What follows belongs to an exercise in optimizing a design on an open flow for a short achievable clock period and few clock cycles; a production flow would make more cautious choices. In this exercise RTL edits were held to simulation tests only and were not proved equivalent to the original. Power figures rest on the tool's default switching activity, not on a simulated workload.

==> build 51 <==
Design xmega, start of the top module:
module xmega #(
	parameter PLATFORM = "XILINX",
	parameter  [10 - 1:0]CORE_TYPE = 10'b0111111111,
	parameter ROM_ADDR_WIDTH = 10,
	parameter RAM_ADDR_WIDTH = 14,
	parameter WATCHDOG_CNT_WIDTH = 0,
	parameter VECTOR_INT_TABLE_SIZE = 0
	)(
	input rst,
	input clk,
	output reg[ROM_ADDR_WIDTH - 1:0]pgm_addr,
	input [15:0]pgm_data,
	output reg [RAM_ADDR_WIDTH - 1:0]data_addr,
	output reg [7:0]data_out,
	output reg data_write,
	input [7:0]data_in,
	output reg data_read,
	output reg [5:0]io_addr,
	output reg [7:0]io_out,
	output reg io_write,
	input [7:0]io_in,
	output reg io_read
    );
Settings: LEC_CHECK=0, CAP_MARGIN=30, CORE_MARGIN=2, CORE_UTILIZATION=30, SLEW_MARGIN=30; clock period 14.0 ns.
standard.sh (not shown) runs the stock make flow with config.mk's settings and CLKGATE_MAP_FILE= SYNTH_SCRIPT=/design/flow/synth_recipe.tcl, a recipe that flattens the netlist after the stock synthesis.
==> flow/flow/run.sh <==
#!/bin/bash
# Standard layout (the standard.sh: ORFS synthesis through finish) with a larger
# setup-slack margin for ORFS's timing repair, so that repair keeps improving paths
# that already meet the design's clock period. The SDC and every other setting are
# the standard ones. Each tool's output is in orfs/logs/; make's output in flow_make.log.
set -uo pipefail
MARGIN=$(cat flow/margin.txt 2>/dev/null || echo 8)
bash standard.sh SETUP_SLACK_MARGIN=$MARGIN finish > flow_make.log 2>&1
rc=$?
tail -50 flow_make.log
exit $rc
==> flow/flow/margin.txt <==
9
==> build 79 (differences from build 51) <==
--- a/flow/design.v
+++ b/flow/design.v
@@ -448,24 +448,23 @@
 reg [15:0] ra_ph, rb_ph;
 reg r_dredir;		 
 reg [15:0] rw2;		 
 reg rw2v;
 reg xv;
 reg [15:0] xi;
-reg [2:0] xs;
+reg [1:0] xs;
 reg [AW-1:0] xpc1, xtgt, xret;
 reg [4:0] xwa;
 reg xeq;		 
 reg [15:0] xw2;
 reg [7:0] opA_lo, opA_hi, opB_lo, opB_hi;
 reg xioset;		 
 reg [7:0] SREG;
 reg [DW-1:0] SP;
 reg [15:0] mul_p;
-reg [7:0] ret_hi, ret_lo;
-reg [AW-1:0] ras0, ras1;	 
+reg [7:0] ret_hi;
 reg lpm_sel;
 reg [4:0] lpm_rd;
 reg m_rdreq;		 
 reg m_v;		 
 reg [4:0] m_r;
 reg w_v;		 
@@ -504,16 +503,16 @@
 	.c_lpm0(x_lpm0), .c_rjmp(x_rjmp), .c_rcall(x_rcall), .c_br(x_br), .c_jmp(x_jmp), .c_call(x_call), .c_ijmp(x_ijmp),
 	.c_icall(x_icall), .c_ret(x_ret), .c_cpse(x_cpse), .c_sbrx(x_sbrx), .c_in(x_in), .c_out(x_out), .c_cbi(x_cbi),
 	.c_2w(x_2w), .c_pidx(x_pidx));
 wire d_muls  = (w[15:8] == 8'b00000010);
 wire d_mulsu = (w[15:8] == 8'b00000011);
 wire d_imm   = (w[15:12] == 4'b0011) | d_imm_we;
-wire d_redir = d_rjmp | d_rcall | (d_br & w[9]) | d_ret;
+wire d_redir = d_rjmp | d_rcall | (d_br & w[9]);
 wire d_ptr   = d_ldp | d_stp | d_ldd | d_std | d_lpmz | d_lpm0 | d_ijmp | d_icall;
 wire [AW-1:0] d_off = d_br ? {{(AW-6){w[9]}}, w[8:3]} : w[AW-1:0];
-wire [AW-1:0] dtgt = d_ret ? ras0 : pa1 + d_off;
+wire [AW-1:0] dtgt = pa1 + d_off;
 reg [4:0] d_ra, d_rb, d_wa;
 always @*
 begin
 	d_ra = w[8:4];
 	d_rb = {w[9], w[3:0]};
 	d_wa = w[8:4];
@@ -523,14 +522,14 @@
 	if(d_movw) begin d_rb = {w[3:0], 1'b0}; d_wa = {w[7:4], 1'b0}; end
 	if(d_adiw) begin d_ra = {2'b11, w[5:4], 1'b0}; d_wa = {2'b11, w[5:4], 1'b0}; end
 	if(d_ptr) d_rb = {d_pidx, 1'b0};
 	if(d_mulf | d_lpm0) d_wa = 5'd0;
 end
 wire [5:0] x_ioa = {xi[10:9], xi[3:0]};
-wire [2:0] x_lastst = x_ret ? 3'd4 :
-                      (x_mulf | x_rcall | x_icall | x_call | x_lpmz | x_lpm0 | ((x_in | x_cbi) & ~xioset)) ? 3'd1 : 3'd0;
+wire [1:0] x_lastst = x_ret ? 2'd3 :
+                      (x_mulf | x_rcall | x_icall | x_call | x_lpmz | x_lpm0 | ((x_in | x_cbi) & ~xioset)) ? 2'd1 : 2'd0;
 wire x_last = (xs == x_lastst);
 wire xacc = ~xv | x_last;
 wire [15:0] ptr = {opB_hi, opB_lo};
 wire [15:0] ptr_inc = ptr + 16'd1;
 wire [15:0] ptr_dec = ptr - 16'd1;
 wire [15:0] ptr_q = ptr + {10'd0, xi[13], xi[11:10], xi[2:0]};
@@ -572,39 +571,38 @@
 	x8_a = xwa; x16_p = xwa[4:1];
 	x8_d = alu_rd[7:0]; x16_d = alu_rd;
 	if(xv)
 	begin
 		if(x_we8) x8_we = 1'b1;
 		if(x_in & x_last) begin x8_we = 1'b1; x8_d = in_val; end
-		if(x_movw | x_adiw | (x_mulf & xs == 3'd1)) x16_we = 1'b1;
+		if(x_movw | x_adiw | (x_mulf & xs == 2'd1)) x16_we = 1'b1;
 		if((x_ldp | x_stp) & (xi[1:0] == 2'b01 | xi[1:0] == 2'b10))
 		begin
 			x16_we = 1'b1; x16_p = x_pidx;
 			x16_d = xi[0] ? ptr_inc : ptr_dec;
 		end
-		if(x_lpmz & xi[0] & xs == 3'd0)
+		if(x_lpmz & xi[0] & xs == 2'd0)
 		begin
 			x16_we = 1'b1; x16_p = 4'd15; x16_d = ptr_inc;
 		end
 	end
 end
 wire [7:0] w_d = w_pgm ? (w_hi ? pgm_data[15:8] : pgm_data[7:0]) : data_in;
 wire br_taken = (SREG[xi[2:0]] == ~xi[10]);
 wire skip_cond = x_cpse ? (opA_lo == opB_lo) : (opA_lo[xi[2:0]] == xi[9]);
 wire skip = xv & (x_cpse | x_sbrx) & skip_cond;
 wire squash = skip & rv & ~r_2w & ~r_dredir;	 
 wire xr_skip = skip & ~squash;			 
 wire xr_br = xv & x_br & (xi[9] ? ~br_taken : br_taken);
-wire xr_z  = xv & (x_ijmp | (x_icall & (xs == 3'd0)));
-wire [AW-1:0] ret_pc = {ret_hi[AW-9:0], ret_lo};
-wire xr_ret = xv & x_ret & (xs == 3'd4) & (ret_pc != xtgt);
+wire xr_z  = xv & (x_ijmp | (x_icall & (xs == 2'd0)));
+wire xr_ret = xv & x_ret & (xs == 2'd3);
 wire xredir = xr_br | xr_z | xr_ret | xr_skip;
 wire [AW-1:0] xpc2 = xpc1 + 1'b1;
 wire [AW-1:0] xtarget = xr_skip ? xpc2 :
                         xr_br ? (xi[9] ? xpc1 : xtgt) :
-                        xr_z ? ptr[AW-1:0] : ret_pc;
+                        xr_z ? ptr[AW-1:0] : {ret_hi[AW-9:0], data_in};
 reg [7:0] fA_lo, fA_hi, fB_lo, fB_hi;
 integer k;
 always @*
 begin
 	fA_lo = 8'h00; fA_hi = 8'h00; fB_lo = 8'h00; fB_hi = 8'h00;
 	for(k = 0; k < 32; k = k + 1)
@@ -632,39 +630,38 @@
 wire r_rause = ~(r_rjmp | r_rcall | r_br | r_jmp | r_call | r_ijmp | r_icall | r_ret |
                  r_lpm0 | r_movw | r_cbi | (ri == 16'h0000) | (r_1op & ri[3] & (ri[3:0] != 4'b1010)));
 wire r_rbuse = r_2op | r_mulf;
 wire r_rbpair = r_movw | r_ptr;
 wire r_wapair = r_movw | r_mulf;
 wire x_ldnow = xv & (x_ldp | x_ldd | x_lds | x_pop);
-wire x_lpm1 = xv & (x_lpmz | x_lpm0) & (xs == 3'd1);
+wire x_lpm1 = xv & (x_lpmz | x_lpm0) & (xs == 2'd1);
 wire [4:0] x_ldrd = xi[8:4];
 wire rhaz = (x_ldnow & ((r_rause & ((x_ldrd) == ra)) | (r_adiw & ((x_ldrd) >> 1 == ra[4:1])) | (r_rbuse & ((x_ldrd) == rb)) | (r_rbpair & ((x_ldrd) >> 1 == rb[4:1])) | (r_wapair & ((x_ldrd) >> 1 == wa[4:1])) | (r_lpm0 & ((x_ldrd) == 5'd0)))) | (x_lpm1 & ((r_rause & ((lpm_rd) == ra)) | (r_adiw & ((lpm_rd) >> 1 == ra[4:1])) | (r_rbuse & ((lpm_rd) == rb)) | (r_rbpair & ((lpm_rd) >> 1 == rb[4:1])) | (r_wapair & ((lpm_rd) >> 1 == wa[4:1])) | (r_lpm0 & ((lpm_rd) == 5'd0)))) | (m_v & ((r_rause & ((m_r) == ra)) | (r_adiw & ((m_r) >> 1 == ra[4:1])) | (r_rbuse & ((m_r) == rb)) | (r_rbpair & ((m_r) >> 1 == rb[4:1])) | (r_wapair & ((m_r) >> 1 == wa[4:1])) | (r_lpm0 & ((m_r) == 5'd0))));
 wire r_needw2 = rv & r_2w & ~rw2v;
 wire rgo = rv & ~rhaz & ~r_needw2;
-wire xen = rgo & xacc;			 
-wire xcons = xen & ~skip & ~xredir;	 
+wire xcons = rgo & xacc & ~skip & ~xredir;
 wire r_jc = r_jmp | r_call;
 wire pvalid = rsync | ~first;
 wire dv0 = pvalid & (pa == ea);
-wire ren = dv0 & ~r_needw2 & (~rv | (xacc & ~rhaz));	 
-wire dcons = ren & ~xredir;				 
+wire rfree = ~rv | xcons | squash;
+wire dcons = dv0 & rfree & ~r_needw2 & ~xredir;
 wire w2cap = dv0 & r_needw2 & ~xredir;
 wire [AW-1:0] fa = pgm_addr;
 wire [AW-1:0] fa_inc = fa + 1'b1;
-wire lpm_fetch = xv & (x_lpmz | x_lpm0) & (xs == 3'd0);
+wire lpm_fetch = xv & (x_lpmz | x_lpm0) & (xs == 2'd0);
 reg [AW-1:0] ea_n;
 reg eq_n;
 always @*
 begin
 	if(xredir) begin ea_n = xtarget; eq_n = 1'b0; end
 	else if(dcons) begin ea_n = d_redir ? dtgt : pa1; eq_n = (fa == pa1); end
 	else if(w2cap) begin ea_n = r_jc ? w[AW-1:0] : pa1; eq_n = (fa == pa1); end
 	else begin ea_n = ea; eq_n = (fa == ea); end
 end
 wire r_n1 = ~(r_mulf | r_rcall | r_icall | r_call | r_lpmz | r_lpm0 | r_ret);
-wire [2:0] xs_n = xs + 3'd1;
+wire [1:0] xs_n = xs + 2'd1;
 wire x_free_n = xcons ? r_n1 : (~xv | x_last | (xs_n == x_lastst));
 wire r_valid_n = dcons | (rv & ~xcons & ~squash & ~xredir);
 wire r_w2_n = (dcons & d_2w) | (r_needw2 & ~w2cap & ~xredir);
 wire acc_pred = r_w2_n | ~r_valid_n | x_free_n;
 always @(posedge clk)
 	rsync <= rst;
@@ -675,14 +672,13 @@
 	begin
 		if(w_v && w_r == i) R[i] <= w_d;
 		else if(x8_we && x8_a == i) R[i] <= x8_d;
 		else if(x16_we && x16_p == i[4:1]) R[i] <= i[0] ? x16_d[15:8] : x16_d[7:0];
 	end
 end
-wire io_conflict = xv & ((x_out & (x_ioa[5:3] != 3'b111)) | x_cbi);
-wire r_iobus = r_cbi | (r_ioa[5:3] != 3'b111);
+wire io_conflict = xv & (x_out | x_cbi);
 wire [5:0] r_ioa = r_in ? {ri[10:9], ri[3:0]} : {1'b0, ri[7:3]};
 always @(posedge clk or posedge rst)
 begin
 	if(rst)
 	begin
 		pgm_addr <= {AW{1'b0}};
@@ -698,15 +694,13 @@
 		ra_oh <= 32'd1; rb_oh <= 32'd1; ra_ph <= 16'd1; rb_ph <= 16'd1;
 		r_dredir <= 1'b0;
 		rw2 <= 16'h0000;
 		rw2v <= 1'b0;
 		xv <= 1'b0;
 		xi <= 16'h0000;
-		xs <= 3'd0;
-		ras0 <= {AW{1'b0}}; ras1 <= {AW{1'b0}};
-		ret_lo <= 8'h00;
+		xs <= 2'd0;
 		xpc1 <= {AW{1'b0}};
 		xtgt <= {AW{1'b0}};
 		xret <= {AW{1'b0}};
 		xwa <= 5'd0;
 		xeq <= 1'b0;
 		xw2 <= 16'h0000;
@@ -749,13 +743,13 @@
 		w_r <= m_r;
 		w_pgm <= 1'b0;
 		io_write <= 1'b0;
 		io_read <= 1'b0;
 		if(xv)
 		begin
-			xs <= x_last ? 3'd0 : xs + 3'd1;
+			xs <= x_last ? 2'd0 : xs + 2'd1;
 			if(x_last)
 			begin
 				SREG <= sreg_out;
 				if(x_out && x_ioa == 6'h3F) SREG <= opA_lo;
 			end
 			if(x_out)
@@ -766,23 +760,23 @@
 				begin
 					io_addr <= x_ioa;
 					io_out <= opA_lo;
 					io_write <= 1'b1;
 				end
 			end
-			if((x_in | x_cbi) & ~xioset & (xs == 3'd0))
+			if((x_in | x_cbi) & ~xioset & (xs == 2'd0))
 			begin
 				io_addr <= x_in ? x_ioa : {1'b0, xi[7:3]};
 				io_read <= x_cbi | (x_ioa[5:3] != 3'b111);
 			end
 			if(x_cbi & x_last)
 			begin
 				io_out <= cbi_val;
 				io_write <= 1'b1;
 			end
-			if(x_mulf & (xs == 3'd0))
+			if(x_mulf & (xs == 2'd0))
 				mul_p <= opA_lo * opB_lo;
 			if(x_push)
 			begin
 				data_addr <= SP; data_out <= opA_lo; data_write <= 1'b1; SP <= SP_dec;
 			end
 			if(x_pop)
@@ -801,75 +795,69 @@
 				data_out <= opA_lo;
 				data_write <= 1'b1;
 			end
 			if(x_rcall | x_icall | x_call)
 			begin
 				data_addr <= SP; SP <= SP_dec; data_write <= 1'b1;
-				if(xs == 3'd0)
-				begin
+				if(xs == 2'd0)
 					data_out <= xret[7:0];
-					ras0 <= xret; ras1 <= ras0;
-				end
 				else
 					data_out <= {{(16-AW){1'b0}}, xret[AW-1:8]};
 			end
 			if(x_ret)
 			begin
-				if(xs[2:1] == 2'b00)
+				if(xs[1] == 1'b0)
 				begin
 					data_addr <= SP_inc; SP <= SP_inc; m_rdreq <= 1'b1;
 				end
-				if(xs == 3'd0) ras0 <= ras1;
-				if(xs == 3'd2) ret_hi <= data_in;
-				if(xs == 3'd3) ret_lo <= data_in;
+				if(xs == 2'd2) ret_hi <= data_in;
 			end
 			if(x_lpmz | x_lpm0)
 			begin
-				if(xs == 3'd0)
+				if(xs == 2'd0)
 				begin
 					lpm_sel <= ptr[0];
 					lpm_rd <= x_lpm0 ? 5'd0 : xi[8:4];
 				end
 				else
 				begin
 					w_v <= 1'b1; w_r <= lpm_rd; w_pgm <= 1'b1; w_hi <= lpm_sel;
 				end
 			end
 		end
-		if(xen)
+		if(xcons)
 		begin
-			xv <= xcons;
+			xv <= 1'b1;
 			xi <= ri;
-			xs <= 3'd0;
+			xs <= 2'd0;
 			xpc1 <= rpc1;
 			xtgt <= rtgt;
 			xret <= r_call ? rpc1 + 1'b1 : rpc1;
 			xwa <= wa;
 			xeq <= (ra == rb);
 			xw2 <= rw2;
 			opA_lo <= rA_lo; opA_hi <= rA_hi;
 			opB_lo <= rB_lo; opB_hi <= rB_hi;
 			xioset <= 1'b0;
-			if((r_in | r_cbi) & ~(io_conflict & r_iobus))
-				xioset <= 1'b1;
-			if((r_in | r_cbi) & r_iobus & ~io_conflict)
+			if((r_in | r_cbi) & ~io_conflict)
 			begin
+				xioset <= 1'b1;
 				io_addr <= r_ioa;
-				io_read <= 1'b1;
+				io_read <= r_cbi | (r_ioa[5:3] != 3'b111);
 			end
 		end
 		else if(xacc)
 			xv <= 1'b0;
 		if(w2cap)
 		begin
 			rw2 <= w;
 			rw2v <= 1'b1;
 		end
-		if(ren)
+		if(dcons)
 		begin
-			rv <= dcons;
+			rv <= 1'b1;
 			ri <= w;
 			rpc1 <= pa1;
 			rtgt <= dtgt;
 			ra <= d_ra; rb <= d_rb; wa <= d_wa;
 			ra_oh <= 32'd1 << d_ra; rb_oh <= 32'd1 << d_rb;
 			ra_ph <= 16'd1 << d_ra[4:1]; rb_ph <= 16'd1 << d_rb[4:1];
==> flow/run.sh (new file) <==
#!/bin/bash
# synth_recipe.tcl (not shown) runs the flow's synth.tcl, then flattens the netlist and writes it again
# the make line also repeats each setting of config.mk as NAME=value (left out here)
make -C /OpenROAD-flow-scripts/flow DESIGN_CONFIG=/design/flow/config.mk WORK_HOME=/design/flow/orfs CLKGATE_MAP_FILE= SYNTH_SCRIPT=/design/flow/synth_recipe.tcl finish
removed: flow/flow/run.sh
removed: flow/flow/margin.txt
removed: flow/standard.sh
==> qor summary <==
metric                                                                            build 79                 build 51
Placed Cells incl. Taps                                                               8240                     8359
Met1 Routed Length                                                               135000 um                122000 um
Non-clock buffer share of cell area                                                 0.0464                   0.0555
Unrepaired setup endpoints after global routing                                         no                      yes
Average footprint of a synthesized cell                                           8.58 um2                 8.65 um2
Share of async-settable or async-resettable flops after synthesis                    0.614                    0.630
Half-perimeter wire length of the detailed placement result                      242000 um                219000 um
Origin of the critical flop-to-flop path                             opB_lo[4]$_DFFE_PP0N_    opB_lo[1]$_DFFE_PP0N_
Initial standard-cell utilization of the core                                        0.301                    0.303
Part of the power in combinational logic                                             0.657                    0.673
Number of fill cells in the layout                                                   18200                    18400
Reg2reg setup slack                                                                6.92 ns                  8.96 ns
Footprint of the flip-flops and latches                                         0.0179 mm2               0.0187 mm2
Fraction of synthesized cell area taken by the top area cell type                    0.190                    0.196
Adder and majority cell fraction of the synthesized area                            0.0491                   0.0478
Clock distribution power                                                         0.00249 W                0.00233 W
Total global-route track usage                                                       0.360                    0.315
Net count of the mapped netlist                                                       6383                     6565
Status                                                             complete, no violations  complete, no violations
Pwr dens                                                                        316 mW/mm2               320 mW/mm2
Maximum number of pins on one net before global-route repair                           161                      152
Testbench counts of build 51, summed over its fixed seeds: cycles 113,243.
Testbench counts of build 79, summed over its fixed seeds: cycles 115,283.

==> re-timing with driven ports <==
The flow's constraints put no driver on any port. The routed layouts listed below were extracted and timed again, unchanged, in two steps.
Step 1 sets driving cells, clkbuf_16 on the clock port and buf_2 on the other inputs (assumed; they add their load-dependent delay and slew).
Step 2 adds t to the input delays and takes it off the output delays; t is the mean of the earliest and latest rising clock arrival at the registers after step 1. Input paths then give back, and output paths get back, about the clock's delay inside the block.
a / b / c = no drivers / after step 1 / after step 2; a / b = the first two.
| run | t, ns | setup WS [ns] | hold slack, ns | latest minus earliest clock arrival (ns) | slew at the worst register clock pin (ns) |
|---|---|---|---|---|---|
| build 51 | 0.810 | 8.846 / 8.874 / 8.064 | 0.372 / 0.372 / 0.372 | 0.045 / 0.046 | 0.07 / 0.07 |
| build 79 | 0.817 | 6.850 / 6.894 / 6.078 | 0.359 / 0.359 / 0.359 | 0.060 / 0.059 | 0.07 / 0.07 |
After both steps setup and hold are still met in every run listed. For build 51, which loses most, drivers alone change the setup slack by +0.028 ns; drivers and shift together by -0.782 ns.
